Source: an optimization exercise on an open RTL-to-GDS flow (aim: small area and a short achievable clock period). Production flows keep margins and buffers that such runs may drop.
The RTL was checked by simulation tests, not by an equivalence proof against the original design.
No activity file was given, so power comes from the tool's default toggle rates.

$ cat flow/run.sh
#!/bin/bash
# Standard layout, with plain buf_1 cells as the port buffers and a clock
# tree of fewer, larger leaf clusters without dummy loads.
set -euo pipefail
export BUFFER_PORTS_ARGS="-buffer_cell sky130_fd_sc_hd__buf_1"
export CTS_ARGS="-sink_clustering_enable -repair_clock_nets -dont_use_dummy_load -buf_list sky130_fd_sc_hd__clkbuf_16 -sink_clustering_size 30 -sink_clustering_max_diameter 45"
bash standard.sh > flow_make.log 2>&1
$ cat standard.sh
#!/bin/bash
# synth_recipe.tcl (not shown) runs the flow's synth.tcl, then flattens the netlist and writes it again
# the make line also repeats each setting of config.mk as NAME=value (left out here)
make -C /OpenROAD-flow-scripts/flow DESIGN_CONFIG=/design/flow/config.mk WORK_HOME=/design/flow/orfs CLKGATE_MAP_FILE= SYNTH_SCRIPT=/design/flow/synth_recipe.tcl "${@:-finish}"
$ cat config.mk
export PLATFORM = sky130hd
export DESIGN_NAME = ifetcher_top
export DESIGN_NICKNAME = ifetcher_top
export VERILOG_FILES = /design/flow/design.v
export SDC_FILE = /design/flow/constraint.sdc
export NUM_CORES = 4
export LEC_CHECK = 0
export ABC_CLOCK_PERIOD_IN_PS = 2000
export CAP_MARGIN = 20
export CORE_MARGIN = 2
export CORE_UTILIZATION = 65
export PLACE_DENSITY = 0.7
export SETUP_SLACK_MARGIN = 2.0
export SLEW_MARGIN = 20
export TNS_END_PERCENT = 0
$ cat constraint.sdc
create_clock -name core_clock -period 4.0 [get_ports {iClk}]
set_input_delay 0.8000 -clock core_clock [delete_from_list [all_inputs] [get_ports {iClk}]]
set_output_delay 0.8000 -clock core_clock [all_outputs]
set_load 0.01 [all_outputs]
$ cat design.v
module ifetcher_top #(parameter PCW=32, parameter IW=32, parameter CW=8) (
	iClk,
	iResetn,
	fromCache_resp,
	fromCache_instr,
	toCache_req,
	toCache_pc,
	iJumpVld,
	iJumpPC,
	fromDec_RE,
	toDec_RD,
	toDec_empty,
	oTimeoutFatal
);
	input iClk,iResetn;
	input fromCache_resp;
	input iJumpVld;
	input [PCW-1:0] iJumpPC;
	input [IW*4-1:0] fromCache_instr;
	input fromDec_RE;
	output toCache_req;
	output [PCW-1:0] toCache_pc;
	output oTimeoutFatal;
	output [IW*4-1:0] toDec_RD;
	output toDec_empty;
	localparam N = 7;
	localparam W = IW*4;
	reg [PCW-1:0] rPC;
	assign toCache_pc = iJumpVld ? iJumpPC : rPC;
	wire [PCW-1:0] jumpInc = {iJumpPC[PCW-1:2] + 1'b1, iJumpPC[1:0]};
	wire [PCW-1:0] holdInc = {rPC[PCW-1:2] + 1'b1, rPC[1:0]};
	wire [PCW-1:0] jumpNext = fromCache_resp ? jumpInc : iJumpPC;
	wire [PCW-1:0] holdNext = fromCache_resp ? holdInc : rPC;
	always @(posedge iClk or negedge iResetn) begin
		if (!iResetn)
			rPC <= {PCW{1'b0}};
		else
			rPC <= iJumpVld ? jumpNext : holdNext;
	end
	reg rReq;
	reg [CW-1:0] rCnt;
	reg rFatal;
	reg rJumpPend;
	reg rFlush;
	reg [2:0] rCount;
	reg rEmpty;
	assign toCache_req = rReq;
	assign oTimeoutFatal = rFatal;
	assign toDec_empty = rEmpty;
	wire cntZero = ~|rCnt;
	wire clear = rFlush | (rJumpPend & cntZero);
	wire [CW-1:0] cntNext = fromCache_resp ? {CW{1'b0}} :
	                        rReq ? rCnt + 1'b1 : rCnt;
	wire [2:0] countNext = clear ? 3'd0 :
	                       rCount + {2'b0,fromCache_resp} - {2'b0,fromDec_RE};
	always @(posedge iClk or negedge iResetn) begin
		if (!iResetn) begin
			rReq <= 1'b0;
			rCnt <= {CW{1'b0}};
			rFatal <= 1'b0;
			rJumpPend <= 1'b0;
			rFlush <= 1'b0;
			rCount <= 3'd0;
			rEmpty <= 1'b1;
		end else begin
			rReq <= (rCount < 3'd6);
			rCnt <= cntNext;
			rFatal <= &cntNext;
			if (iJumpVld)
				rJumpPend <= 1'b1;
			else if (rFlush)
				rJumpPend <= 1'b0;
			rFlush <= ~rFlush & rJumpPend & cntZero;
			rCount <= countNext;
			rEmpty <= (countNext == 3'd0);
		end
	end
	localparam NB = N-1;
	reg [NB-1:0] rWSel, rRSel;
	reg rBEmpty;
	reg [W-1:0] rHead;
	reg [W-1:0] ring [0:NB-1];
	wire toHead = rEmpty | (fromDec_RE & rBEmpty);
	wire ringWr = fromCache_resp & ~toHead;
	wire ringRd = fromDec_RE & ~rBEmpty;
	always @(posedge iClk or negedge iResetn) begin
		if (!iResetn) begin
			rWSel <= {{NB-1{1'b0}},1'b1};
			rRSel <= {{NB-1{1'b0}},1'b1};
			rBEmpty <= 1'b1;
		end else begin
			if (clear) begin
				rWSel <= {{NB-1{1'b0}},1'b1};
				rRSel <= {{NB-1{1'b0}},1'b1};
			end else begin
				if (ringWr)
					rWSel <= {rWSel[NB-2:0],rWSel[NB-1]};
				if (ringRd)
					rRSel <= {rRSel[NB-2:0],rRSel[NB-1]};
			end
			rBEmpty <= (countNext <= 3'd1);
		end
	end
	integer i;
	always @(posedge iClk) begin
		for (i = 0; i < NB; i = i + 1)
			if (fromCache_resp & rWSel[i])
				ring[i] <= fromCache_instr;
	end
	wire [NB-1:0] rdSel = rRSel & {NB{~rBEmpty}};
	reg [W-1:0] headD;
	always @(*) begin
		headD = fromCache_instr & {W{rBEmpty}};
		for (i = 0; i < NB; i = i + 1)
			headD = headD | (ring[i] & {W{rdSel[i]}});
	end
	always @(posedge iClk) begin
		if (fromDec_RE | rEmpty)
			rHead <= headD;
	end
	assign toDec_RD = rHead;
endmodule
==> impl_metrics.toml, run 1 <==
[status]
status = "finished clean"

[min_path]
hold_path_class = "primary input to async pin"

[logic_synthesis]
yosysTopAreaCell = "edfxtp_1"
ys_ff_latch = 957
yosysUniqueCellTypes = 46
synth_area_per_cell_sq_um = 18.1
ys_warn_count = 2
synth.most_common_cell = "edfxtp_1"
postSynthCellCount = 1945
synth_top_cells_by_count = "edfxtp_1 (896), a22oi_1 (256), nand3_1 (153)"
yosysTopAreaCellShare = 0.763
ys.flop_type = "edfxtp_1"
synthesis.area_sq_um = 35300
async_flop_share = 0.0637
ys_seq_area_frac = 0.807
synth-edff-count = 896
synth_area_leaders = "edfxtp_1 (76%), a22oi_1 (5.5%), dfrtp_1 (4.0%), a222oi_1 (3.6%), nand3_1 (2.2%)"
syn-num-nets = 2118

[worst_setup_path]
path_delay_family = "buffers and inverters"
worstSetupEndpointType = "output port"
critPathBufInv = 3
critical_path_class = "primary input to output port"
cp_max_fo = 5
crit_top_cell = "clkbuf_16"
rr_worst_depth = 4
critPathSlowestCell = "mux2_4"
start_kind = "primary input"
critPathArrivalTime_ns = 1.54
cpPeakStageDelay_ns = 0.31
cp_cell_sequence = "clkbuf_16 > clkbuf_16 > mux2_4 > buf_6"
path_depth = 4
worstPathRequired_ns = 3.20

[sta]
grt_setup_unrepaired = "true"
fin_crit_sh = 0.586
slew_headroom = 0.281
slew_violations = 0
whs_ns = 0.236
setup_violations = 0
fmax_ghz = 0.427
hold_viol_final = 0
tightestPinTransition_ns = 1.07
skew_ns = 0.0591
setup_tns_ns = 0
min_period_ns = 2.34

[clocking]
clock-root-buffer = "clkbuf_16"
cts_sinks = 957
clk_latency_ns = 0.64
clk_pin_slew_worst_paths_ns = 0.07
cts_buffers = 85
cts-htree-levels = 3
cts_tree = "done"
cts_hold_buf = 0
clock_path_buffers = 3

[layout]
postLayoutCoreUtil = 0.748
multiInputGateArea_sq_um = 6410
area_growth_pct = 13.9
layout-drive-gt1-share = 0.0980
final_net_count = 2482
fill_cells = 3187
register_area_sq_um = 28400

[floorplanning]
die_h_um = 237
die_area_sq_um = 56100
row_count = 85
dieWidth_um = 237
initial_core_util = 0.656
ios = 328
core_area_sq_um = 53700

[drt]
vias = 20400
dr.pass1.iters = 6
drt_wl_total_um = 82600
wire_per_inst_um = 27.4
drt_iter0_drc = 2625
antenna_left = 0
drt-vias-per-instance = 6.77
drc = 0

[grt]
grt_pass1_vias = 20200
grt_first_pass_wirelength_um = 123000
grtUsageTotal = 0.293
grt_max_degree = 104
antenna_found_initial = 17
grt.overflow.total = 0

[job]
maxCapViolations = 0

[placement]
gpl.final_weighted_congestion = 0.857
dpl.hpwl_um = 44300
port_buffers = 327

[power_and_ir_drop]
power.density_nw_per_um2 = 594
ir_worst_vdd_v = 0.000472
power.leakage_nw = 13.0
==> sequential cells by signal (all words and copies together) (netlist names), 3 cells and up <==
register,flops
rWSel,6
rRSel,6
rCnt,8
rHead,128
ring,768
rPC,32
rCount,3
==> timing repair <==
| item | CTS | global route |
|---|---|---|
| gates resized for setup | 11 | 30 |
| cloned | 4 | 3 |
| pin swaps | 0 | 1 |
| buffers inserted | 5 | 10 |
| endpoints found under the setup margin | 786 | 987 |
==> area by class of cell <==
| cell class | instances | area share |
|---|---|---|
| flip-flops and latches | 957 | 0.708 |
| multi-input cells | 851 | 0.160 |
| repair buffers | 395 | 0.0551 |
| clock buffers | 85 | 0.0530 |
| well taps | 696 | 0.0217 |
| inverters | 19 | 0.00178 |
| diodes | 10 | 0.000623 |
==> layer usage <==
metal	vias up	global-route usage	part of all wire
met1	10400	0.397	0.39
li1	8821	-	-
met5	-	0	0.0012
met2	988	0.472	0.49
met3	170	0.0673	0.097
met4	14	0.108	0.029
==> stage by stage <==
step                      area (sq um)  power [mW]  setup WS [ns]  std cells
after global routing             40100        24.7           1.65       3009
after detailed placement         37600        17.0          0.998       2896
after global placement           37600        16.9           1.04       2896
after CTS                        39900        23.9           1.61       2990
final                            40200        23.8           1.66       3013
after floorplan                  35300        15.2           1.60       1945
==> logic make-up (layout without fill, tap and decap cells) <==
kind of cell,count (synthesis),in the layout,share of synthesized area
DFF,957,957,0.807
AOI/OAI and AO/OA,424,424,0.0979
and+or+nand+nor,304,307,0.0462
buffers and inverters,140,499,0.0152
muxes,59,59,0.0177
xor gates and xnor gates,53,53,0.0132
adders and majority gates,8,8,0.00305
other,0,10,0
==> power by group <==
part	leakage [nW]	internal (mW)	switching [mW]
Combinational	2.84	1.31	2.63
Sequential	9.10	12.5	0.545
Clock	1.05	3.72	3.16
Total	13.0	17.5	6.34
==> final timing paths <==
check                      startpoint       endpoint  slack (ns)
setup reg to reg              rBEmpty      rHead[79]        1.75
min in group core_clock        rFlush         rFlush        0.44
hold reg to reg                rFlush         rFlush        0.44
hold / removal                iResetn        rPC[26]        0.24
setup / recovery             iJumpVld  toCache_pc[2]        1.66
max in group asynchronous     iResetn       rRSel[0]        2.77
==> worst reg2reg max path: cells and delay by family (launching register included) <==
kind	cells	cell delay, ns
and+or+nand+nor	2	0.96
AOI/OAI and AO/OA	1	0.17
buffers and inverters	1	0.45
DFF	1	0.56
==> cell usage in the layout, fill, tap and decap left out, types with 7 or more instances in the layout <==
cell type	netlist	routed
edfxtp_1	896	896
buf_1	14	317
a22oi_1	256	256
nand3_1	153	153
a222oi_1	128	128
clkbuf_16	0	87
dfrtp_1	57	55
buf_4	0	33
nor2_1	32	32
nand2_1	31	31
mux2i_1	31	31
buf_12	0	28
xor2_1	27	27
xnor2_1	26	26
nand4_1	23	23
mux2_2	28	23
inv_1	18	18
o21ai_0	16	13
diode_2	0	10
and3_1	10	10
a21oi_1	10	10
nor3_1	9	8
and4_1	8	8
ha_1	7	7
==> run 2, diff against run 1 <==
==> flow/run.sh (replaced) <==
#!/bin/bash
# Standard layout, with plain buf_1 cells as the port buffers and a clock
# tree of fewer, larger leaf clusters without dummy loads.
set -euo pipefail
export BUFFER_PORTS_ARGS="-buffer_cell sky130_fd_sc_hd__buf_1"
export CTS_ARGS="-sink_clustering_enable -repair_clock_nets -dont_use_dummy_load -buf_list sky130_fd_sc_hd__clkbuf_16 -sink_clustering_size 24 -sink_clustering_max_diameter 60"
bash standard.sh > flow_make.log 2>&1
--- a/config.mk
+++ b/config.mk
@@ -5,7 +5,7 @@
 export SDC_FILE = /design/flow/constraint.sdc
 export NUM_CORES = 4
 export LEC_CHECK = 0
-export ABC_CLOCK_PERIOD_IN_PS = 2000
+export ABC_CLOCK_PERIOD_IN_PS = 300
 export CAP_MARGIN = 20
 export CORE_MARGIN = 2
 export CORE_UTILIZATION = 65
==> run 2 against run 1 <==
  * Combinational power about the same
  * Area after synthesis unchanged
  * Final area decreased by 2.1%
  * Critical path depth unchanged
  * Sequential share of layout area increased by 1.5 points
  * Hold slack improved by 0.012 ns
  * Clock skew decreased by 0.018 ns
  * Non-clock buffer count increased by 4
==> impl_metrics.toml, run 2 <==
[layout]
layout_commonest_cell = "edfxtp_1"
largest_reg_flops = 768
largest-register = "ring"
design_area_sq_um = 39300
top_regs = "ring: 768 flops, rHead: 128 flops, rPC: 32 flops"
layout_common_cells = "edfxtp_1 (896), buf_1 (317), a22oi_1 (256)"
stdcell_count = 2982
final_net_count = 2451
area_growth_pct = 11.5
layout-drive-gt1-share = 0.0866

[sta]
whs_ns = 0.247
tightestPinTransition_ns = 1.02
min_period_ns = 2.34
slew_headroom = 0.314
fmax_ghz = 0.427
fin_crit_sh = 0.585
setup_violations = 0
slew_violations = 0
hold_viol_final = 0
skew_ns = 0.0408
grt_setup_unrepaired = "true"
setup_tns_ns = 0

[drt]
drt_wl_total_um = 81800
antenna_left = 0
drc = 0
drt_iter0_drc = 2554
dr.pass1.iters = 7
drt-vias-per-instance = 6.76
wire_per_inst_um = 27.4
vias = 20200

[logic_synthesis]
ys_ff_latch = 957
synth_top_cells_by_count = "edfxtp_1 (896), a22oi_1 (256), nand3_1 (153)"
yosysTopAreaCellShare = 0.763
postSynthCellCount = 1945
async_flop_share = 0.0637
ys_seq_area_frac = 0.807
syn-num-nets = 2118
synth-edff-count = 896
yosysTopAreaCell = "edfxtp_1"
synthesis.area_sq_um = 35300
synth_area_per_cell_sq_um = 18.1
yosysUniqueCellTypes = 46
synth.most_common_cell = "edfxtp_1"
ys_warn_count = 2
ys.flop_type = "edfxtp_1"
synth_area_leaders = "edfxtp_1 (76%), a22oi_1 (5.5%), dfrtp_1 (4.0%), a222oi_1 (3.6%), nand3_1 (2.2%)"

[clocking]
clock-root-buffer = "clkbuf_16"
cts_buffers = 50
clock_path_buffers = 3
clk_latency_ns = 0.63
cts-htree-levels = 2
cts_sinks = 957
clk_pin_slew_worst_paths_ns = 0.08
cts_tree = "done"

[grt]
grt.overflow.total = 0
grt_first_pass_wirelength_um = 121000
grtUsageTotal = 0.288
grt_max_degree = 104
grt_pass1_vias = 19900
antenna_found_initial = 19

[floorplanning]
die_area_sq_um = 56100
initial_core_util = 0.656
die_h_um = 237
core_area_sq_um = 53700
dieWidth_um = 237
row_count = 85
ios = 328

[status]
status = "finished clean"

[worst_setup_path]
worstSetupEndpointType = "output port"
critPathArrivalTime_ns = 1.54
worstPathRequired_ns = 3.20
critical_path_class = "primary input to output port"
cp_max_fo = 5
start_kind = "primary input"

[placement]
dpl.hpwl_um = 44300
port_buffers = 327
placed_area_sq_um = 37600
gpl.final_weighted_congestion = 0.857
dp_cells = 2896

[power_and_ir_drop]
power.density_nw_per_um2 = 560
power.leakage_nw = 12.6
ir_worst_vdd_v = 0.000502

[min_path]
hold_path_class = "primary input to async pin"

[job]
maxCapViolations = 0
run 2: cell types whose count changed in the layout (fill, tap and decap cells not counted), sizes merged:
cell,before,now
clkbuf,92,57
buf,387,391
run 2: critical path: stages:
cell and delay (ns):
clkbuf_16 0.15, clkbuf_16 0.15, mux2_4 0.31, buf_6 0.12
run 2: layout make-up:
cell class              count  area [sq um]
well taps                 696           871
multi-input cells         851          6400
diodes                     10          25.0
clock buffers              50          1250
inverters                  19          71.3
repair buffers            399          2240
fillers                  3266         14400
flip-flops and latches    957         28400
run 2: report_power, final:
part / internal, mW / switching, mW / leakage [nW]
logic: 1.31 / 2.64 / 2.85
clock network: 2.22 / 2.86 / 0.616
registers: 12.4 / 0.536 / 9.09
total: 16.0 / 6.04 / 12.6
run 2: path summary, 6_finish.rpt:
| path | start | endpoint | slack (ns) | cells past startpoint |
|---|---|---|---|---|
| min in group core_clock | rFlush | rFlush | 0.45 | 1 |
| min | iResetn | rPC[27] | 0.25 | 1 |
| min reg2reg | rFlush | rFlush | 0.45 | 1 |
| max reg2reg | rBEmpty | rHead[96] | 1.75 | 4 |
| max | iJumpVld | toCache_pc[2] | 1.66 | 4 |
| max in group asynchronous | iResetn | rBEmpty | 2.78 | 2 |
run 2: cells by family after synthesis:
kind of cell	synth area share
DFF	0.807
AOI/OAI and AO/OA	0.0979
and+or+nand+nor	0.0462
buffers and inverters	0.0152
muxes	0.0177
xor gates and xnor gates	0.0132
adders and majority gates	0.00305
run 2: metrics by stage:
step,power (mW),util,setup slack [ns]
final,22.0,0.732,1.66
after global placement,16.9,0.700,1.04
after detailed placement,17.0,0.700,0.998
after floorplan,15.2,-,1.60
after CTS,22.0,0.727,1.61
after global routing,22.8,0.732,1.65
run 2: timing repair:
item,4_1_cts,5_1_grt
resized for setup,12,30
hold buffers,0,0
buffers inserted,5,14
endpoints found under the setup margin,806,939
cloned,4,3
run 2: routing by layer:
layer,GRT usage,vias up,share of wire
met3,0.0598,155,0.090
met5,0,-,0.0014
li1,-,8757,-
met4,0.102,18,0.031
met1,0.397,10300,0.39
met2,0.465,984,0.49
==> run 3, diff against run 2 <==
--- a/config.mk
+++ b/config.mk
@@ -5,7 +5,7 @@
 export SDC_FILE = /design/flow/constraint.sdc
 export NUM_CORES = 4
 export LEC_CHECK = 0
-export ABC_CLOCK_PERIOD_IN_PS = 300
+export ABC_CLOCK_PERIOD_IN_PS = 2000
 export CAP_MARGIN = 20
 export CORE_MARGIN = 2
 export CORE_UTILIZATION = 65
==> run 3 against run 2 <==
  * Die area did not move
  * Count of clock-buffer cells in the layout did not move
  * Largest power group unchanged
  * Core utilization did not move
  * Critical path type unchanged
==> impl_metrics.toml, run 3 <==
[status]
status = "finished clean"

[worst_setup_path]
start_kind = "primary input"
rr_worst_depth = 4
cpPeakStageDelay_ns = 0.31
cp_max_fo = 5
critPathSlowestCell = "mux2_4"
critPathBufInv = 3
cp_cell_sequence = "clkbuf_16 > clkbuf_16 > mux2_4 > buf_6"
critPathArrivalTime_ns = 1.54
critical_path_class = "primary input to output port"
path_delay_family = "buffers and inverters"
crit_top_cell = "clkbuf_16"
worstPathRequired_ns = 3.20
worstSetupEndpointType = "output port"
path_depth = 4

[logic_synthesis]
yosysTopAreaCell = "edfxtp_1"
yosysUniqueCellTypes = 46
ys.flop_type = "edfxtp_1"
synth-edff-count = 896
synthesis.area_sq_um = 35300
synth_area_leaders = "edfxtp_1 (76%), a22oi_1 (5.5%), dfrtp_1 (4.0%), a222oi_1 (3.6%), nand3_1 (2.2%)"
synth_area_per_cell_sq_um = 18.1
async_flop_share = 0.0637
synth_top_cells_by_count = "edfxtp_1 (896), a22oi_1 (256), nand3_1 (153)"
syn-num-nets = 2118
synth.most_common_cell = "edfxtp_1"
yosysTopAreaCellShare = 0.763
ys_warn_count = 2
ys_ff_latch = 957
postSynthCellCount = 1945
ys_seq_area_frac = 0.807

[power_and_ir_drop]
power.density_nw_per_um2 = 560
clockPowerShare = 0.231
p_seq_frac = 0.590
power.leakage_nw = 12.6
switching_share = 0.274
power_frac_comb = 0.179
power.internal_mw = 16.0
p_switching_mw = 6.04
ir_worst_vdd_v = 0.000502

[placement]
port_buffers = 327
dpl.hpwl_um = 44300
placed_area_sq_um = 37600
gpl.final_weighted_congestion = 0.857

[grt]
grt_pass1_vias = 19900
grtUsageTotal = 0.288
grt_max_degree = 104
antenna_found_initial = 19
grt.overflow.total = 0
grt_first_pass_wirelength_um = 121000

[floorplanning]
initial_core_util = 0.656
die_area_sq_um = 56100
die_h_um = 237
dieWidth_um = 237
ios = 328
core_area_sq_um = 53700
row_count = 85

[drt]
drt_wl_total_um = 81800
antenna_left = 0
wire_per_inst_um = 27.4
drc = 0
drt_iter0_drc = 2554
vias = 20200
dr.pass1.iters = 7
drt-vias-per-instance = 6.76

[layout]
area_growth_pct = 11.5
layout_common_cells = "edfxtp_1 (896), buf_1 (317), a22oi_1 (256)"
layout_commonest_cell = "edfxtp_1"
largest_reg_flops = 768
layout-drive-gt1-share = 0.0866
multiInputGateArea_sq_um = 6400
fill_cells = 3266
final_net_count = 2451
postLayoutCoreUtil = 0.732
top_regs = "ring: 768 flops, rHead: 128 flops, rPC: 32 flops"
largest-register = "ring"
register_area_sq_um = 28400
design_area_sq_um = 39300

[sta]
min_period_ns = 2.34
skew_ns = 0.0408
grt_setup_unrepaired = "true"
tightestPinTransition_ns = 1.02
slew_violations = 0
setup_violations = 0
fin_crit_sh = 0.585
setup_tns_ns = 0
fmax_ghz = 0.427
hold_viol_final = 0
slew_headroom = 0.314

[clocking]
cts_sinks = 957
clock-root-buffer = "clkbuf_16"
cts-htree-levels = 2
cts_buffers = 50
cts_tree = "done"
clk_latency_ns = 0.63
clk_pin_slew_worst_paths_ns = 0.08
clock_path_buffers = 3

[min_path]
hold_path_class = "primary input to async pin"

[job]
maxCapViolations = 0
-- run 3: cell counts after synthesis --
Identical to the previous run, type by type.
-- run 3: layer usage --
metal / global-route usage / vias to the layer above / share of wire
met5: 0 / - / 0.0014
met4: 0.102 / 18 / 0.031
met3: 0.0598 / 155 / 0.090
met2: 0.465 / 984 / 0.49
met1: 0.397 / 10300 / 0.39
li1: - / 8757 / -
-- run 3: logic make-up after synthesis --
logic type | count (synthesis) | share of synthesized area
fa+ha+maj | 8 | 0.00305
simple gates | 304 | 0.0462
flops | 957 | 0.807
mux | 59 | 0.0177
xor+xnor | 53 | 0.0132
buf+inv | 140 | 0.0152
compound gates | 424 | 0.0979
-- run 3: timing repair --
item,in CTS,in global routing
gates resized for setup,12,30
setup buffers,5,14
cloned,4,3
hold buffers,0,0
endpoints found under the setup margin,806,939
pin swaps,0,0
-- run 3: power by group through the flow --
stage	Combinational (mW)	Sequential [mW]	Clock, mW
6_report	3.95	13.0	5.08
5_1_grt	4.28	13.1	5.49
4_1_cts	3.89	13.0	5.15
3_5_place_dp	3.74	13.3	0
3_3_place_gp	3.69	13.2	0
2_1_floorplan	1.80	13.4	0
-- run 3: stage by stage --
stage / hold WS, ns / setup slack [ns] / instances / power [mW]
floorplan: 0.403 / 1.60 / 1945 / 15.2
global placement: 0.413 / 1.04 / 2896 / 16.9
detailed placement: 0.444 / 0.998 / 2896 / 17.0
CTS: 0.229 / 1.61 / 2955 / 22.0
global route: 0.269 / 1.65 / 2978 / 22.8
finish: 0.247 / 1.66 / 2982 / 22.0
-- run 3: final timing paths --
check | start | end | slack [ns]
max | iJumpVld | toCache_pc[2] | 1.66
min | iResetn | rPC[27] | 0.25
max reg2reg | rBEmpty | rHead[96] | 1.75
min reg2reg | rFlush | rFlush | 0.45
max in group asynchronous | iResetn | rBEmpty | 2.78
min in group core_clock | rFlush | rFlush | 0.45
-- run 3: cell type report --
cell class	instances	share of cell area
well taps	696	0.0222
multi-input cells	851	0.163
diodes	10	0.000637
inverters	19	0.00181
clock buffers	50	0.0318
flip-flops and latches	957	0.724
repair buffers	399	0.0570
==> run 4, diff against run 3 <==
==> config.mk (replaced) <==
export PLATFORM = sky130hd
export DESIGN_NAME = ifetcher_top
export DESIGN_NICKNAME = ifetcher_top
export VERILOG_FILES = /design/flow/design.v
export SDC_FILE = /design/flow/constraint.sdc
export NUM_CORES = 4
export LEC_CHECK = 0
export ABC_AREA = 1
export CAP_MARGIN = 20
export CORE_MARGIN = 2
export CORE_UTILIZATION = 75
export PLACE_DENSITY = 0.8
export SETUP_SLACK_MARGIN = 2.0
export SLEW_MARGIN = 20
export TNS_END_PERCENT = 0
==> run 4 against run 3 <==
  * Final cell count increased by 27%
  * Area after synthesis increased by 5.9%
  * Largest power group unchanged
  * Critical endpoint is now rHead[61]
  * Combinational power increased by about 40%
  * First-iteration DRC count increased by 25%
  * Via count increased by 22%
  * Global-route usage increased by 7.2 points
  * Largest cell class unchanged
==> impl_metrics.toml, run 4 <==
[layout]
area_growth_pct = 9.74
top_regs = "ring: 768 flops, rHead: 128 flops, rPC: 32 flops"
layout_commonest_cell = "nand2_1"
fill_cells = 2451
largest_reg_flops = 768
design_area_sq_um = 41000
layout_common_cells = "nand2_1 (918), edfxtp_1 (896), buf_1 (296)"
stdcell_count = 3773
final_net_count = 3271
largest-register = "ring"
layout-drive-gt1-share = 0.0775

[power_and_ir_drop]
p_seq_frac = 0.567
ir_worst_vdd_v = 0.000535
p_switching_mw = 7.55
power_mw = 24.6
power_frac_comb = 0.225
power.density_nw_per_um2 = 600
switching_share = 0.307
clockPowerShare = 0.208
power.internal_mw = 17.0
power.leakage_nw = 14.2

[clocking]
clk_pin_slew_worst_paths_ns = 0.09
cts_buffers = 51
clock_path_buffers = 3
cts_hold_buf = 0
cts_tree = "done"
clock-root-buffer = "clkbuf_16"
clk_latency_ns = 0.63
cts_sinks = 957
cts-htree-levels = 2

[placement]
placed_area_sq_um = 39200
gpl.final_weighted_congestion = 0.928
dpl.hpwl_um = 53700
dp_cells = 3693
place_ws_ns = 1.25
port_buffers = 327

[worst_setup_path]
r2r_setup_slack_ns = 1.67
critPathArrivalTime_ns = 2.67
start_kind = "flip-flop"
rr_worst_depth = 6
worstSetupEndpointType = "flip-flop"
cp_max_fo = 55
cp_cell_sequence = "inv_4 > nand2_1 > inv_6 > buf_4 > a221oi_1 > nand3_1"
reg2reg_to = "rHead[61]"
crit_path_start = "rBEmpty"
critPathSlowestCell = "dfstp_4"
timing.critical_path.to = "rHead[61]"
cpPeakStageDelay_ns = 0.67
worstPathRequired_ns = 4.34
r2r_start = "rBEmpty"
critical_path_class = "flip-flop to flip-flop"

[sta]
slew_violations = 0
skew_ns = 0.0596
fin_crit_sh = 0.583
hold_viol_final = 0
grt_setup_unrepaired = "true"
setup_violations = 0
fmax_ghz = 0.429
tightestPinTransition_ns = 0.861
min_period_ns = 2.33
setup_slack_ns = 1.67
slew_headroom = 0.426
setup_tns_ns = 0

[logic_synthesis]
syn-num-nets = 2955
synth_area_leaders = "edfxtp_1 (72%), nand2_1 (9.3%), dfrtp_1 (3.8%), nand3_1 (2.6%), a221oi_1 (2.3%)"
synthesis.area_sq_um = 37300
synth_area_per_cell_sq_um = 13.4
synthMuxAreaShare = 0
synthAdderAreaFrac = 0.00288
ys_ff_latch = 957
synth_compound_area_frac = 0.0517
synth_top_family_by_area = "simple AND/OR/NAND/NOR gates"
synth_top_cells_by_count = "nand2_1 (926), edfxtp_1 (896), nand3_1 (191)"
ys.flop_type = "edfxtp_1"
yosysTopAreaCell = "edfxtp_1"
ys_warn_count = 2
postSynthCellCount = 2782
synth-edff-count = 896
yosysUniqueCellTypes = 47
yosysTopAreaCellShare = 0.721
ys_seq_area_frac = 0.762
synthSimpleGateAreaFrac = 0.151
synthXorXnorAreaFrac = 0.00305
synth.most_common_cell = "nand2_1"
async_flop_share = 0.0637

[floorplanning]
core_area_sq_um = 49100
row_count = 81
initial_core_util = 0.761
die_h_um = 227
dieWidth_um = 227
die_area_sq_um = 51600
ios = 328

[job]
maxCapViolations = 0

[drt]
drt-vias-per-instance = 6.53
vias = 24600
wire_per_inst_um = 24.8
drt_wl_total_um = 93400
drc = 0
antenna_left = 0
drt_iter0_drc = 3185
dr.pass1.iters = 6

[status]
status = "finished clean"

[min_path]
hold_path_class = "primary input to async pin"

[grt]
antenna_found_initial = 20
grtUsageTotal = 0.360
grt_max_degree = 106
grt.overflow.total = 0
grt_pass1_vias = 24500
grt_first_pass_wirelength_um = 137000
-- run 4: final cells by class --
cell class              instances  area, sq um  area share
diodes                         13         32.5    0.000794
repair buffers                382         2000      0.0488
multi-input cells            1602         7900       0.193
inverters                     104          470      0.0115
flip-flops and latches        957        28400       0.695
well taps                     664          831      0.0203
clock buffers                  51         1280      0.0312
-- run 4: how the worst min path moves through the flow --
stage | to | cells past startpoint | from
after global routing | rPC[24] | 1 | iResetn
after global placement | rPC[0] | 2 | rPC[0]
after detailed placement | rPC[1] | 2 | rPC[1]
after floorplan | rPC[0] | 2 | rPC[0]
after CTS | rPC[24] | 1 | iResetn
final | rPC[24] | 1 | iResetn
-- run 4: per-layer routing --
layer  GRT usage  part of all wire  up-vias  wire, um
met4       0.151             0.034       16      3170
li1            -                 -    10600         -
met1       0.474              0.36    12000     33300
met5           0            0.0010        -        96
met3      0.0869              0.12      246     10800
met2       0.587              0.49     1734     46000
-- run 4: worst max-delay path, delay by kind of cell, from the launching register on --
family | cells | cell delay, ns
DFF | 1 | 0.67
and+or+nand+nor | 2 | 0.30
buffers and inverters | 3 | 0.61
AOI/OAI and AO/OA | 1 | 0.46
-- run 4: power groups by stage --
| stage | registers, mW | clock network (mW) | logic, mW |
|---|---|---|---|
| 2_1_floorplan | 14.3 | 0 | 2.82 |
| 3_3_place_gp | 14.1 | 0 | 4.97 |
| 3_5_place_dp | 14.2 | 0 | 5.21 |
| 4_1_cts | 13.9 | 5.11 | 5.43 |
| 5_1_grt | 14.0 | 5.42 | 5.97 |
| 6_report | 13.9 | 5.11 | 5.52 |
-- run 4: metrics by stage --
step	utilization	hold slack [ns]
6_report	0.835	0.200
2_1_floorplan	-	0.437
5_1_grt	0.835	0.221
3_5_place_dp	0.800	0.455
3_3_place_gp	0.800	0.449
4_1_cts	0.832	0.186
-- run 4: cell families (layout without fill, tap and decap cells) --
| kind of cell | Yosys count | after routing |
|---|---|---|
| XOR/XNOR | 13 | 13 |
| other | 0 | 13 |
| AO/OA/AOI/OAI | 242 | 242 |
| buffers and inverters | 223 | 537 |
| AND/OR/NAND/NOR | 1339 | 1339 |
| flip-flops | 957 | 957 |
| adder cells (fa/ha/maj) | 8 | 8 |
-- run 4: what timing repair did --
item / 4_1_cts / 5_1_grt
setup buffers: 12 / 0
gates cloned: 2 / 2
endpoints found under the setup margin: 263 / 336
gates resized for setup: 72 / 21
pin swaps: 1 / 0
==> run 5, diff against run 4 <==
==> flow/run.sh (replaced) <==
#!/bin/bash
# Standard synthesis, then a small netlist rewrite of the toCache_pc muxes
# (flow/eco_pc.tcl), then the standard layout with plain buf_1 port buffers
# and a clock tree of larger leaf clusters without dummy loads.
set -euo pipefail
export BUFFER_PORTS_ARGS="-buffer_cell sky130_fd_sc_hd__buf_1"
export CTS_ARGS="-sink_clustering_enable -repair_clock_nets -dont_use_dummy_load -buf_list sky130_fd_sc_hd__clkbuf_16 -sink_clustering_size 24 -sink_clustering_max_diameter 60"
bash standard.sh synth > flow_synth.log 2>&1
R=orfs/results/${FLOW_PLATFORM}/ifetcher_top/base
ECO_IN=$R/1_synth.odb ECO_OUT=$R/1_synth.odb openroad -no_init -exit flow/eco_pc.tcl > flow_eco.log 2>&1
bash standard.sh > flow_make.log 2>&1
==> flow/eco_pc.tcl (new file) <==
# Post-synthesis rewrite of the toCache_pc output muxes: each address bit
# gets its own NAND-NAND mux (iJumpVld ? iJumpPC[i] : rPC[i]) that drives
# only the port; logic the old mux output also fed keeps the old mux.
# Logic left without loads is then removed. No register is touched.
read_db $::env(ECO_IN)
set block [ord::get_db_block]
proc master {n} { return [[ord::get_db] findMaster sky130_fd_sc_hd__$n] }
proc bnet {name} {
  foreach bt [[ord::get_db_block] getBTerms] { if {[$bt getName] eq $name} { return [$bt getNet] } }
  error "no port $name"
}
set ffq [dict create]
foreach inst [$block getInsts] {
  if {[regexp {^rPC\\?\[([0-9]+)\\?\]} [$inst getName] -> i]} {
    dict set ffq $i [[$inst findITerm Q] getNet]
  }
}
if {[dict size $ffq] != 32} { error "found [dict size $ffq] rPC flops" }
set jv [bnet iJumpVld]
set inv [odb::dbInst_create $block [master inv_2] eco_jvb]
set jvb [odb::dbNet_create $block eco_jvb_n]
[$inv findITerm A] connect $jv
[$inv findITerm Y] connect $jvb
for {set i 0} {$i < 32} {incr i} {
  set onet [bnet "toCache_pc\[$i\]"]
  set old [odb::dbNet_create $block eco_pc_old_$i]
  foreach it [$onet getITerms] { $it disconnect; $it connect $old }
  set a [odb::dbNet_create $block eco_pc_a_$i]
  set b [odb::dbNet_create $block eco_pc_b_$i]
  set g1 [odb::dbInst_create $block [master nand2_1] eco_pc_g1_$i]
  set g2 [odb::dbInst_create $block [master nand2_1] eco_pc_g2_$i]
  set g3 [odb::dbInst_create $block [master nand2_1] eco_pc_g3_$i]
  [$g1 findITerm A] connect $jv
  [$g1 findITerm B] connect [bnet "iJumpPC\[$i\]"]
  [$g1 findITerm Y] connect $a
  [$g2 findITerm A] connect $jvb
  [$g2 findITerm B] connect [dict get $ffq $i]
  [$g2 findITerm Y] connect $b
  [$g3 findITerm A] connect $a
  [$g3 findITerm B] connect $b
  [$g3 findITerm Y] connect $onet
}
# remove logic whose outputs drive nothing
set removed 0
while 1 {
  set dead {}
  foreach inst [$block getInsts] {
    set outs 0; set used 0
    foreach it [$inst getITerms] {
      if {[$it getSigType] ne "SIGNAL"} continue
      if {![$it isOutputSignal]} continue
      incr outs
      set n [$it getNet]
      if {$n eq "NULL" || $n eq ""} continue
      if {[llength [$n getBTerms]] > 0 || [llength [$n getITerms]] > 1} { set used 1 }
    }
    if {$outs > 0 && !$used} { lappend dead $inst }
  }
  if {[llength $dead] == 0} break
  foreach inst $dead {
    set nets {}
    foreach it [$inst getITerms] { set n [$it getNet]; if {$n ne "NULL" && $n ne ""} { lappend nets $n } }
    odb::dbInst_destroy $inst
    incr removed
    foreach n $nets { if {[llength [$n getITerms]] == 0 && [llength [$n getBTerms]] == 0} { odb::dbNet_destroy $n } }
  }
}
puts "eco_pc: removed $removed dead instances"
write_db $::env(ECO_OUT)
--- a/config.mk
+++ b/config.mk
@@ -5,11 +5,11 @@
 export SDC_FILE = /design/flow/constraint.sdc
 export NUM_CORES = 4
 export LEC_CHECK = 0
-export ABC_AREA = 1
+export ABC_CLOCK_PERIOD_IN_PS = 2000
 export CAP_MARGIN = 20
 export CORE_MARGIN = 2
-export CORE_UTILIZATION = 75
-export PLACE_DENSITY = 0.8
+export CORE_UTILIZATION = 65
+export PLACE_DENSITY = 0.7
 export SETUP_SLACK_MARGIN = 2.0
 export SLEW_MARGIN = 20
 export TNS_END_PERCENT = 0
==> run 5 against run 4 <==
  * Still clean on timing, DRC and antenna
  * Critical path depth unchanged
  * Area after synthesis down 5.3%
  * First-iteration DRC count down 19%
  * Sequential share of layout area up 2.3 points
  * Sequential cell count unchanged
  * Final cell count down 19%
  * Fmax up 3.8%
  * Largest power group unchanged
==> impl_metrics.toml, run 5 <==
[grt]
grt_first_pass_wirelength_um = 124000
grtUsageTotal = 0.293
grt.overflow.total = 0
antenna_found_initial = 17
grt_max_degree = 100
grt_pass1_vias = 20400

[sta]
grt_setup_unrepaired = "true"
setup_violations = 0
fin_crit_sh = 0.561
min_period_ns = 2.24
skew_ns = 0.0468
tightestPinTransition_ns = 0.932
hold_viol_final = 0
setup_slack_ns = 1.76
setup_tns_ns = 0
slew_violations = 0
fmax_ghz = 0.445
whs_ns = 0.276
slew_headroom = 0.378

[job]
maxCapViolations = 0

[layout]
top_regs = "ring: 768 flops, rHead: 128 flops, rPC: 32 flops"
area_growth_pct = 12.2
layout_common_cells = "edfxtp_1 (896), buf_1 (286), a22oi_1 (256)"
final_net_count = 2522
layout-drive-gt1-share = 0.0950
design_area_sq_um = 39600
largest-register = "ring"
postLayoutCoreUtil = 0.737
layout_commonest_cell = "edfxtp_1"
largest_reg_flops = 768
stdcell_count = 3051

[power_and_ir_drop]
ir_worst_vdd_v = 0.000475
power_mw = 22.1
power.leakage_nw = 12.9
power.density_nw_per_um2 = 558
power_frac_comb = 0.182
switching_share = 0.273
p_seq_frac = 0.585
clockPowerShare = 0.233
p_switching_mw = 6.03
power.internal_mw = 16.1

[floorplanning]
core_area_sq_um = 53800
die_h_um = 237
ios = 328
dieWidth_um = 237
row_count = 85
initial_core_util = 0.657
die_area_sq_um = 56200

[logic_synthesis]
synthesis.area_sq_um = 35300
ys_warn_count = 2
synth_area_per_cell_sq_um = 17.6
postSynthCellCount = 2012
syn-num-nets = 2185

[clocking]
clock-root-buffer = "clkbuf_16"
cts_tree = "done"
cts-htree-levels = 2
cts_buffers = 52
clock_path_buffers = 3
cts_sinks = 957
clk_latency_ns = 0.62
clk_pin_slew_worst_paths_ns = 0.09

[placement]
place_ws_ns = 1.06
dp_cells = 2962
dpl.hpwl_um = 45800
placed_area_sq_um = 37800
gpl.final_weighted_congestion = 0.841
port_buffers = 327

[drt]
drt-vias-per-instance = 6.77
antenna_left = 0
drt_wl_total_um = 84200
drc = 0
dr.pass1.iters = 8
vias = 20700
drt_iter0_drc = 2591
wire_per_inst_um = 27.6

[worst_setup_path]
critPathArrivalTime_ns = 2.60
start_kind = "flip-flop"
critical_path_class = "flip-flop to flip-flop"
crit_path_start = "rBEmpty"
worstSetupEndpointType = "flip-flop"
r2r_start = "rBEmpty"
worstPathRequired_ns = 4.36
cp_max_fo = 18

[status]
status = "finished clean"

[min_path]
hold_path_class = "primary input to async pin"
## run 5: changes by cell type in the layout (fill, tap and decap cells not counted), moves of 61 or more
cell / previous run / this run
a221oi_1: 100 / 0
a222oi_1: 0 / 128
a22oi_1: 2 / 256
inv_1: 87 / 18
nand2_1: 918 / 115
nor2_1: 93 / 32
## run 5: path summary, 6_finish.rpt
check | slack (ns) | endpoint | depth (start not counted)
max reg2reg | 1.76 | rHead[87] | 6
min in group core_clock | 0.44 | rFlush | 1
min reg2reg | 0.44 | rFlush | 1
min | 0.28 | rCount[2] | 1
max in group asynchronous | 2.98 | rRSel[0] | 2
max | 1.76 | rHead[87] | 6
## run 5: per-layer routing
metal / GRT usage / wire (um) / vias up
met1: 0.415 / 33200 / 10500
met3: 0.0581 / 8200 / 133
li1: - / - / 8933
met4: 0.0770 / 1740 / 16
met2: 0.478 / 41000 / 1054
met5: 0 / 99 / -
## run 5: repair_timing
item / CTS / global route
gates cloned: 9 / 6
hold buffers: 0 / 0
gates resized for setup: 34 / 58
pin swaps: 6 / 11
endpoints found under the setup margin: 899 / 998
buffers inserted: 2 / 12
## run 5: critical path: stages, from the launching register on
cell and delay, ns:
dfstp_4 0.69, buf_4 0.13, nor2b_4 0.05, buf_4 0.16
buf_4 0.21, a222oi_1 0.59, nand3_1 0.14
## run 5: final cells by class
type	count	area (sq um)
diodes	8	20.0
well taps	696	871
fillers	3301	14200
flip-flops and latches	957	28400
clock buffers	52	1300
repair inverters	1	11.3
inverters	20	105
multi-input cells	921	6510
repair buffers	396	2370
## run 5: power groups by stage
stage	logic (mW)	registers (mW)	clock network (mW)
after floorplan	1.80	13.4	0
after global placement	3.78	13.1	0
after detailed placement	3.83	13.2	0
after CTS	3.98	12.9	5.22
after global routing	4.35	13.0	5.53
final	4.02	12.9	5.14
==> run 6, diff against run 5 <==
--- a/design.v
+++ b/design.v
@@ -26,16 +26,16 @@
 	localparam N = 7;
 	localparam W = IW*4;
 	reg [PCW-1:0] rPC;
-	assign toCache_pc = iJumpVld ? iJumpPC : rPC;
-	wire [PCW-1:0] jumpInc = {iJumpPC[PCW-1:2] + 1'b1, iJumpPC[1:0]};
-	wire [PCW-1:0] holdInc = {rPC[PCW-1:2] + 1'b1, rPC[1:0]};
-	wire [PCW-1:0] jumpNext = fromCache_resp ? jumpInc : iJumpPC;
-	wire [PCW-1:0] holdNext = fromCache_resp ? holdInc : rPC;
+	wire [PCW-1:0] pc = iJumpVld ? iJumpPC : rPC;
+	assign toCache_pc = pc;
+	wire [PCW-1:0] pcInc = {pc[PCW-1:2] + 1'b1, pc[1:0]};
 	always @(posedge iClk or negedge iResetn) begin
 		if (!iResetn)
 			rPC <= {PCW{1'b0}};
+		else if (fromCache_resp)
+			rPC <= pcInc;
 		else
-			rPC <= iJumpVld ? jumpNext : holdNext;
+			rPC <= pc;
 	end
 	reg rReq;
 	reg [CW-1:0] rCnt;
==> run 6 against run 5 <==
  * Still clean
  * Register-to-register slack improved by 0.15 ns
  * Non-clock buffer count fell by 13
  * Worst setup slack better by 0.084 ns
  * Sequential power barely moved
  * Synthesized cell count down 4.1%
  * Global-route usage decreased by 1.5 points
  * Sequential share of layout area grew 1.1 points
  * Via count fell by 4.7%
  * Final area decreased by 1.5%
  * Core utilization fell by 0.67 points
  * Fmax increased by 3.9%
  * Area after synthesis decreased by 1.0%
  * Largest power group unchanged
==> impl_metrics.toml, run 6 <==
[logic_synthesis]
ys_warn_count = 2
synth_area_per_cell_sq_um = 18.1
synthesis.area_sq_um = 35000
syn-num-nets = 2101
postSynthCellCount = 1929

[layout]
multiInputGateArea_sq_um = 6100
layout_commonest_cell = "edfxtp_1"
largest-register = "ring"
largest_reg_flops = 768
layout-drive-gt1-share = 0.0902
area_growth_pct = 11.6
layout_common_cells = "edfxtp_1 (896), buf_1 (300), a22oi_1 (257)"
fill_cells = 3304
top_regs = "ring: 768 flops, rHead: 128 flops, rPC: 32 flops"
final_net_count = 2425
register_area_sq_um = 28400

[clocking]
clk_latency_ns = 0.62
cts_sinks = 957
cts_hold_buf = 0
cts_buffers = 52
cts-htree-levels = 2
clock-root-buffer = "clkbuf_16"
clock_path_buffers = 3
clk_pin_slew_worst_paths_ns = 0.06
cts_tree = "done"

[sta]
fin_crit_sh = 0.540
hold_viol_final = 0
grt_setup_unrepaired = "true"
skew_ns = 0.0431
slew_headroom = 0.280
tightestPinTransition_ns = 1.08
setup_tns_ns = 0
slew_violations = 0
fmax_ghz = 0.463
setup_violations = 0
min_period_ns = 2.16

[power_and_ir_drop]
ir_worst_vdd_v = 0.000432
power.leakage_nw = 12.7
power_mw = 22.1
power.density_nw_per_um2 = 567

[drt]
drt_iter0_drc = 2460
drc = 0
dr.pass1.iters = 7
drt_wl_total_um = 79700
drt-vias-per-instance = 6.66
vias = 19700
wire_per_inst_um = 27.0
antenna_left = 0

[grt]
grt_first_pass_wirelength_um = 117000
antenna_found_initial = 18
grt.overflow.total = 0
grt_pass1_vias = 19100
grt_max_degree = 129
grtUsageTotal = 0.278

[worst_setup_path]
rr_worst_depth = 4
critical_path_class = "primary input to output port"
worstSetupEndpointType = "output port"
crit_path_start = "iJumpVld"
r2r_start = "rBEmpty"
critPathArrivalTime_ns = 1.36
start_kind = "primary input"
reg2reg_to = "rHead[69]"
r2r_setup_slack_ns = 1.91
worstPathRequired_ns = 3.20
cp_max_fo = 8

[status]
status = "finished clean"

[floorplanning]
row_count = 85
core_area_sq_um = 53500
ios = 328
dieWidth_um = 236
die_area_sq_um = 55700
die_h_um = 236
initial_core_util = 0.654

[placement]
port_buffers = 327
dpl.hpwl_um = 42000
gpl.final_weighted_congestion = 0.854

[job]
maxCapViolations = 0

[min_path]
hold_path_class = "primary input to async pin"
[run 6: routing by layer]
metal	track usage	vias up	routed length, um
li1	-	8582	-
met1	0.395	10000	32100
met2	0.444	959	38400
met3	0.0652	125	7470
met4	0.0708	20	1660
met5	0	-	144
[run 6: through the flow]
stage                     setup WS (ns)  hold WS, ns  cells   util  area, sq um
after floorplan                    1.25        0.480   1929      -        35000
after global placement            0.973        0.492   2878  0.697        37300
after detailed placement          0.932        0.502   2878  0.697        37300
after CTS                          1.65        0.366   2932  0.723        38700
after global routing               1.81        0.423   2953  0.730        39000
final                              1.84        0.371   2957  0.730        39000
[run 6: worst max path at each step]
stage / endpoint / slack (ns)
2_1_floorplan: rPC[26] / 1.25
3_3_place_gp: rPC[26] / 0.97
3_5_place_dp: rPC[26] / 0.93
4_1_cts: rHead[17] / 1.65
5_1_grt: toCache_pc[25] / 1.81
6_report: toCache_pc[25] / 1.84
[run 6: critical path: stages]
cell and delay (ns):
buf_16 0.14, clkbuf_16 0.17, nand2_1 0.05, nand2_1 0.07, buf_2 0.12
[run 6: timing repair]
item	CTS	global route
setup endpoints to repair	926	565
setup buffers	1	8
gates resized for setup	8	49
pin swaps	1	4
cloned	1	7
[run 6: cell type report]
class                      count  share of cell area
sequential                   957               0.728
multi-input combinational    843               0.156
timing repair buffer         383              0.0568
clock buffer                  52              0.0333
tap                          696              0.0223
inverter                      16             0.00221
antenna                       10            0.000641
[run 6: power by group]
group,leakage (nW),internal [mW],switching [mW]
sequential,9.09,12.4,0.487
clock,0.641,2.31,2.82
combinational,2.97,1.40,2.68
total,12.7,16.2,5.99
==> run 7, diff against run 6 <==
--- a/design.v
+++ b/design.v
@@ -43,10 +43,10 @@
 	reg rJumpPend;
 	reg rFlush;
 	reg [2:0] rCount;
-	reg rEmpty;
+	reg rFilled;  
 	assign toCache_req = rReq;
 	assign oTimeoutFatal = rFatal;
-	assign toDec_empty = rEmpty;
+	assign toDec_empty = ~rFilled;
 	wire cntZero = ~|rCnt;
 	wire clear = rFlush | (rJumpPend & cntZero);
 	wire [CW-1:0] cntNext = fromCache_resp ? {CW{1'b0}} :
@@ -61,7 +61,7 @@
 			rJumpPend <= 1'b0;
 			rFlush <= 1'b0;
 			rCount <= 3'd0;
-			rEmpty <= 1'b1;
+			rFilled <= 1'b0;
 		end else begin
 			rReq <= (rCount < 3'd6);
 			rCnt <= cntNext;
@@ -72,7 +72,7 @@
 				rJumpPend <= 1'b0;
 			rFlush <= ~rFlush & rJumpPend & cntZero;
 			rCount <= countNext;
-			rEmpty <= (countNext == 3'd0);
+			rFilled <= (countNext != 3'd0);
 		end
 	end
 	localparam NB = N-1;
@@ -80,7 +80,7 @@
 	reg rBEmpty;
 	reg [W-1:0] rHead;
 	reg [W-1:0] ring [0:NB-1];
-	wire toHead = rEmpty | (fromDec_RE & rBEmpty);
+	wire toHead = ~rFilled | (fromDec_RE & rBEmpty);
 	wire ringWr = fromCache_resp & ~toHead;
 	wire ringRd = fromDec_RE & ~rBEmpty;
 	always @(posedge iClk or negedge iResetn) begin
@@ -115,7 +115,7 @@
 			headD = headD | (ring[i] & {W{rdSel[i]}});
 	end
 	always @(posedge iClk) begin
-		if (fromDec_RE | rEmpty)
+		if (fromDec_RE | ~rFilled)
 			rHead <= headD;
 	end
 	assign toDec_RD = rHead;
--- a/flow/run.sh
+++ b/flow/run.sh
@@ -1,9 +1,11 @@
 #!/bin/bash
 # Standard synthesis, then a small netlist rewrite of the toCache_pc muxes
 # (flow/eco_pc.tcl), then the standard layout with plain buf_1 port buffers
-# and a clock tree of larger leaf clusters without dummy loads.
+# and a clock tree of larger leaf clusters without dummy loads; pin
+# placement constrained by flow/io.tcl.
 set -euo pipefail
 export BUFFER_PORTS_ARGS="-buffer_cell sky130_fd_sc_hd__buf_1"
+export IO_CONSTRAINTS="$PWD/flow/io.tcl"
 export CTS_ARGS="-sink_clustering_enable -repair_clock_nets -dont_use_dummy_load -buf_list sky130_fd_sc_hd__clkbuf_16 -sink_clustering_size 24 -sink_clustering_max_diameter 60"
 bash standard.sh synth > flow_synth.log 2>&1
 R=orfs/results/${FLOW_PLATFORM}/ifetcher_top/base
==> flow/io.tcl (new file) <==
# Keep the jump address, the fetch address and iJumpVld together on one
# edge, bit by bit, with iJumpVld in the middle; the clock pin mid-edge.
set_io_pin_constraint -group -order -region bottom:* -pin_names [list {iJumpPC[0]} {toCache_pc[0]} {iJumpPC[1]} {toCache_pc[1]} {iJumpPC[2]} {toCache_pc[2]} {iJumpPC[3]} {toCache_pc[3]} {iJumpPC[4]} {toCache_pc[4]} {iJumpPC[5]} {toCache_pc[5]} {iJumpPC[6]} {toCache_pc[6]} {iJumpPC[7]} {toCache_pc[7]} {iJumpPC[8]} {toCache_pc[8]} {iJumpPC[9]} {toCache_pc[9]} {iJumpPC[10]} {toCache_pc[10]} {iJumpPC[11]} {toCache_pc[11]} {iJumpPC[12]} {toCache_pc[12]} {iJumpPC[13]} {toCache_pc[13]} {iJumpPC[14]} {toCache_pc[14]} {iJumpPC[15]} {toCache_pc[15]} {iJumpVld} {iJumpPC[16]} {toCache_pc[16]} {iJumpPC[17]} {toCache_pc[17]} {iJumpPC[18]} {toCache_pc[18]} {iJumpPC[19]} {toCache_pc[19]} {iJumpPC[20]} {toCache_pc[20]} {iJumpPC[21]} {toCache_pc[21]} {iJumpPC[22]} {toCache_pc[22]} {iJumpPC[23]} {toCache_pc[23]} {iJumpPC[24]} {toCache_pc[24]} {iJumpPC[25]} {toCache_pc[25]} {iJumpPC[26]} {toCache_pc[26]} {iJumpPC[27]} {toCache_pc[27]} {iJumpPC[28]} {toCache_pc[28]} {iJumpPC[29]} {toCache_pc[29]} {iJumpPC[30]} {toCache_pc[30]} {iJumpPC[31]} {toCache_pc[31]}]
set_io_pin_constraint -region top:100-137 -pin_names [list iClk]
--- a/config.mk
+++ b/config.mk
@@ -8,8 +8,8 @@
 export ABC_CLOCK_PERIOD_IN_PS = 2000
 export CAP_MARGIN = 20
 export CORE_MARGIN = 2
-export CORE_UTILIZATION = 65
-export PLACE_DENSITY = 0.7
+export CORE_UTILIZATION = 75
+export PLACE_DENSITY = 0.8
 export SETUP_SLACK_MARGIN = 2.0
 export SLEW_MARGIN = 20
 export TNS_END_PERCENT = 0
==> run 7 against run 6 <==
  * Still clean on timing, DRC and antenna
  * Hold slack lost 0.016 ns
  * Final cell count shrank 2.0%
  * Combinational power fell by 3%
  * Final area rose by 0.32%
  * Count of clock-buffer cells in the layout decreased by 2
  * Register-to-register slack got worse by 0.03 ns
  * Global-route usage up 6.4 points
  * First-iteration DRC count rose by 37%
  * Sequential power hardly changed
  * Die area decreased by 13%
  * Area after synthesis about the same
  * Sequential share of layout area down 0.22 points
  * Largest power group unchanged
  * Highest routed layer unchanged
==> impl_metrics.toml, run 7 <==
[drt]
antenna_left = 0
drt-vias-per-instance = 7.18
wire_per_inst_um = 29.0
drc = 0
vias = 20800
drt_wl_total_um = 83900
dr.pass1.iters = 10
drt_iter0_drc = 3380

[sta]
setup_violations = 0
min_period_ns = 2.21
setup_tns_ns = 0
fin_crit_sh = 0.553
fmax_ghz = 0.452
whs_ns = 0.355
skew_ns = 0.0503
grt_setup_unrepaired = "true"
tightestPinTransition_ns = 0.968
hold_viol_final = 0
slew_violations = 0
slew_headroom = 0.351

[layout]
largest-register = "ring"
layout_commonest_cell = "edfxtp_1"
stdcell_count = 2897
layout_common_cells = "edfxtp_1 (896), buf_1 (290), a22oi_1 (257)"
postLayoutCoreUtil = 0.847
layout-drive-gt1-share = 0.104
largest_reg_flops = 768
final_net_count = 2456
area_growth_pct = 12.1
top_regs = "ring: 768 flops, rHead: 128 flops, rPC: 32 flops"

[worst_setup_path]
cp_max_fo = 4
cpPeakStageDelay_ns = 0.26
worstSetupEndpointType = "output port"
critical_path_class = "primary input to output port"
cp_cell_sequence = "buf_1 > nand2_1 > nand2_1 > clkbuf_2"
critPathArrivalTime_ns = 1.41
path_delay_family = "buffers and inverters"
reg2reg_to = "rPC[25]"
crit_top_cell = "nand2_1"
critPathBufInv = 2
r2r_start = "rPC[7]"
r2r_setup_slack_ns = 1.88
critPathSlowestCell = "buf_1"
rr_worst_depth = 8
worstPathRequired_ns = 3.20
start_kind = "primary input"

[logic_synthesis]
ys_warn_count = 2
synthesis.area_sq_um = 35000
synth_area_per_cell_sq_um = 18.1
postSynthCellCount = 1927
syn-num-nets = 2099

[clocking]
cts-htree-levels = 2
cts_hold_buf = 0
cts_buffers = 50
clock-root-buffer = "clkbuf_16"
cts_sinks = 957
cts_tree = "done"
clk_latency_ns = 0.63
clock_path_buffers = 3
clk_pin_slew_worst_paths_ns = 0.09

[floorplanning]
dieWidth_um = 220
initial_core_util = 0.756
ios = 328
die_area_sq_um = 48300
die_h_um = 220
core_area_sq_um = 46300
row_count = 79

[placement]
gpl.final_weighted_congestion = 0.885
port_buffers = 327
dp_cells = 2793
dpl.hpwl_um = 43900

[grt]
grt_pass1_vias = 20700
grt.overflow.total = 0
grtUsageTotal = 0.342
grt_first_pass_wirelength_um = 122000
antenna_found_initial = 14
grt_max_degree = 97

[status]
status = "finished clean"

[power_and_ir_drop]
power.leakage_nw = 12.9
power_frac_comb = 0.180
power.density_nw_per_um2 = 561
power.internal_mw = 15.9
switching_share = 0.276
clockPowerShare = 0.230
p_switching_mw = 6.07
p_seq_frac = 0.591
ir_worst_vdd_v = 0.000548

[min_path]
hold_path_class = "primary input to async pin"

[job]
maxCapViolations = 0
## run 7: area by class of cell
cell class / count / area, sq um
inverter: 17 / 90.1
antenna: 8 / 20.0
fill: 2002 / 7090
timing repair buffer: 412 / 2460
sequential: 957 / 28400
tap: 607 / 759
timing repair inverter: 1 / 16.3
multi-input combinational: 845 / 6120
clock buffer: 50 / 1250
## run 7: metal layers
metal,wire length (um),track usage,vias up
met4,2990,0.142,14
met1,29500,0.455,10400
li1,-,-,8649
met2,42000,0.565,1528
met3,9370,0.0689,216
met5,89,0,-
## run 7: power by group through the flow
| stage | sequential [mW] | clock (mW) | combinational [mW] |
|---|---|---|---|
| 2_1_floorplan | 13.4 | 0 | 1.69 |
| 3_3_place_gp | 13.2 | 0 | 3.49 |
| 3_5_place_dp | 13.2 | 0 | 3.60 |
| 4_1_cts | 13.0 | 5.07 | 3.84 |
| 5_1_grt | 13.1 | 5.36 | 4.23 |
| 6_report | 13.0 | 5.05 | 3.94 |
## run 7: how the worst max path moves through the flow
stage | start | endpoint | slack, ns | cells past startpoint
after floorplan | fromCache_resp | ring[1][0] | 1.58 | 3
after global placement | iJumpVld | rPC[31] | 1.17 | 7
after detailed placement | iJumpVld | rPC[30] | 1.07 | 8
after CTS | iJumpVld | toCache_pc[28] | 1.85 | 5
after global routing | iJumpPC[12] | toCache_pc[12] | 1.77 | 4
final | iJumpPC[27] | toCache_pc[27] | 1.79 | 4
## run 7: per-stage QoR
stage	power (mW)	worst slack (ns)	cell area (sq um)
floorplan	15.1	1.58	35000
global placement	16.7	1.17	37200
detailed placement	16.8	1.07	37200
CTS	21.9	1.85	38800
global route	22.7	1.77	39200
finish	22.0	1.79	39200
## run 7: repair_timing
| item | CTS | global route |
|---|---|---|
| endpoints found under the setup margin | 353 | 706 |
| pin swaps | 4 | 16 |
| resized for setup | 29 | 44 |
| gates cloned | 8 | 5 |
| setup buffers | 6 | 27 |
## run 7: worst register-to-register path: cells and delay by family, from the launching register on
kind	cells	cell delay, ns
AO/OA/AOI/OAI	1	0.40
flip-flops	1	0.41
AND/OR/NAND/NOR	3	0.56
XOR/XNOR	1	0.19
buffers and inverters	3	0.45
==> run 8, diff against run 7 <==
--- a/config.mk
+++ b/config.mk
@@ -8,8 +8,8 @@
 export ABC_CLOCK_PERIOD_IN_PS = 2000
 export CAP_MARGIN = 20
 export CORE_MARGIN = 2
-export CORE_UTILIZATION = 75
-export PLACE_DENSITY = 0.8
+export CORE_UTILIZATION = 65
+export PLACE_DENSITY = 0.7
 export SETUP_SLACK_MARGIN = 2.0
 export SLEW_MARGIN = 20
 export TNS_END_PERCENT = 0
==> run 8 against run 7 <==
  * Core utilization decreased by 11 points
  * Area after synthesis unchanged
  * Final cell count grew 1.4%
  * Non-clock buffer count decreased by 39
  * Global-route usage decreased by 5.8 points
  * Sequential power about the same
  * Critical path depth is 1 higher
  * Sequential share of layout area rose by 0.83 points
  * Fmax increased by 3.3%
  * Total power is 0.62% lower
  * Critical path type unchanged
  * Largest power group unchanged
  * Highest routed layer unchanged
==> impl_metrics.toml, run 8 <==
[power_and_ir_drop]
p_seq_frac = 0.593
power.density_nw_per_um2 = 564
ir_worst_vdd_v = 0.000495
power.leakage_nw = 12.6
p_switching_mw = 5.96
power_frac_comb = 0.174
power_mw = 21.8
clockPowerShare = 0.233
power.internal_mw = 15.9
switching_share = 0.273

[drt]
vias = 19600
dr.pass1.iters = 8
antenna_left = 0
wire_per_inst_um = 27.0
drt_iter0_drc = 2499
drt_wl_total_um = 79400
drt-vias-per-instance = 6.67
drc = 0

[layout]
design_area_sq_um = 38700
layout_common_cells = "edfxtp_1 (896), buf_1 (306), a22oi_1 (257)"
area_growth_pct = 10.8
top_regs = "ring: 768 flops, rHead: 128 flops, rPC: 32 flops"
largest-register = "ring"
stdcell_count = 2937
largest_reg_flops = 768
fill_cells = 3276
layout-drive-gt1-share = 0.0781
final_net_count = 2416
layout_commonest_cell = "edfxtp_1"
postLayoutCoreUtil = 0.733

[floorplanning]
die_h_um = 236
initial_core_util = 0.661
die_area_sq_um = 55600
ios = 328
core_area_sq_um = 52900
row_count = 84
dieWidth_um = 236

[clocking]
cts_tree = "done"
clock_path_buffers = 3
cts_sinks = 957
cts_buffers = 51
clk_pin_slew_worst_paths_ns = 0.08
clock-root-buffer = "clkbuf_16"
clk_latency_ns = 0.61
cts-htree-levels = 2

[min_path]
hold_path_class = "primary input to async pin"

[sta]
tightestPinTransition_ns = 1.07
min_period_ns = 2.14
whs_ns = 0.253
setup_violations = 0
skew_ns = 0.0566
slew_headroom = 0.280
setup_slack_ns = 1.86
setup_tns_ns = 0
slew_violations = 0
hold_viol_final = 0
fin_crit_sh = 0.536
grt_setup_unrepaired = "true"
fmax_ghz = 0.467

[placement]
placed_area_sq_um = 37100
port_buffers = 327
gpl.final_weighted_congestion = 0.929
dpl.hpwl_um = 41400
place_ws_ns = 0.835
dp_cells = 2865

[worst_setup_path]
worstSetupEndpointType = "output port"
start_kind = "primary input"
critical_path_class = "primary input to output port"
r2r_setup_slack_ns = 1.87
critPathArrivalTime_ns = 1.34
worstPathRequired_ns = 3.20
cp_max_fo = 32

[grt]
grt_pass1_vias = 19800
grt_first_pass_wirelength_um = 119000
grtUsageTotal = 0.284
use_met2 = 0.478
top_usage_layer = "met2"
antenna_found_initial = 17
met1_usage = 0.378
grt.overflow.total = 0
grtUsageMet3 = 0.0578
grt_max_degree = 101

[logic_synthesis]
syn-num-nets = 2099
synth_area_per_cell_sq_um = 18.1
synthesis.area_sq_um = 35000
postSynthCellCount = 1927
ys_warn_count = 2

[job]
maxCapViolations = 0

[status]
status = "finished clean"
[run 8: worst max-delay path: stages]
cell	delay, ns
buf_16	0.14
inv_12	0.12
nand2_1	0.07
nand2_1	0.07
buf_2	0.13
[run 8: final cells by class]
class                           count  area (sq um)  area share
Antenna cell                        7          17.5    0.000452
Timing Repair Buffer              373          1960      0.0505
Multi-Input combinational cell    844          6090       0.157
Sequential cell                   957         28400       0.735
Inverter                           17          76.3     0.00197
Clock buffer                       51          1280      0.0330
Tap cell                          688           861      0.0222
[run 8: repair_timing]
action                     CTS  global route
hold buffers                 0             0
setup buffers                7             1
cloned                       6             0
pin swaps                    2             0
gates resized for setup     40             1
setup endpoints to repair  601           230
[run 8: power groups by stage]
| stage | Clock (mW) | Combinational [mW] | Sequential, mW |
|---|---|---|---|
| final | 5.09 | 3.80 | 12.9 |
| after global routing | 5.49 | 4.12 | 13.0 |
| after global placement | 0 | 3.59 | 13.1 |
| after CTS | 5.19 | 3.83 | 12.9 |
| after detailed placement | 0 | 3.64 | 13.2 |
| after floorplan | 0 | 1.69 | 13.4 |
[run 8: layer usage]
layer / wire length [um] / share of wire / up-vias
met5: 110 / 0.0014 / -
met4: 2160 / 0.027 / 18
met3: 7090 / 0.089 / 121
met2: 39900 / 0.50 / 870
met1: 30100 / 0.38 / 10000
li1: - / - / 8552
[run 8: worst paths after layout]
check,from,to,cells after the start
worst max-delay path,iJumpVld,toCache_pc[26],5
worst min-delay path,iResetn,rRSel[2],1
worst max register to register,rBEmpty,rHead[16],5
worst min register to register,rCount[2],rReq,2
max in group asynchronous,iResetn,rPC[8],2
min in group core_clock,iJumpPC[0],rPC[0],2

-- separate check: timing with driven ports --
How much do the figures lean on ideal ports? The routed layouts below were timed once more, with nothing changed but the port constraints.
Step 1 sets driving cells, clkbuf_16 on the clock port and buf_2 on the other inputs (assumed; they add their load-dependent delay and slew).
Step 2, shift: input delay + t, output delay - t, t = (earliest + latest rising clock arrival at the registers) / 2. This alone moves slack from input paths to output paths.
a / b / c = no drivers / after step 1 / after step 2; a / b = the first two.
| run | t, ns | setup slack, ns | worst data-port slew with drivers (ns) |
|---|---|---|---|
| run 1 | 0.664 | 1.658 / 1.550 / 1.242 | 0.11 |
| run 2 | 0.665 | 1.658 / 1.554 / 1.104 | 0.12 |
| run 3 | 0.665 | 1.658 / 1.554 / 1.104 | 0.12 |
| run 4 | 0.648 | 1.670 / 1.627 / 1.293 | 0.13 |
| run 5 | 0.668 | 1.755 / 1.733 / 1.302 | 0.11 |
| run 6 | 0.663 | 1.839 / 1.634 / 1.214 | 0.21 |
| run 7 | 0.646 | 1.787 / 1.577 / 1.010 | 0.25 |
| run 8 | 0.637 | 1.858 / 1.751 / 1.222 | 0.12 |
After both steps setup and hold are still met in every run listed. For run 7, which loses most, drivers alone change the setup slack by -0.210 ns; drivers and shift together by -0.777 ns.
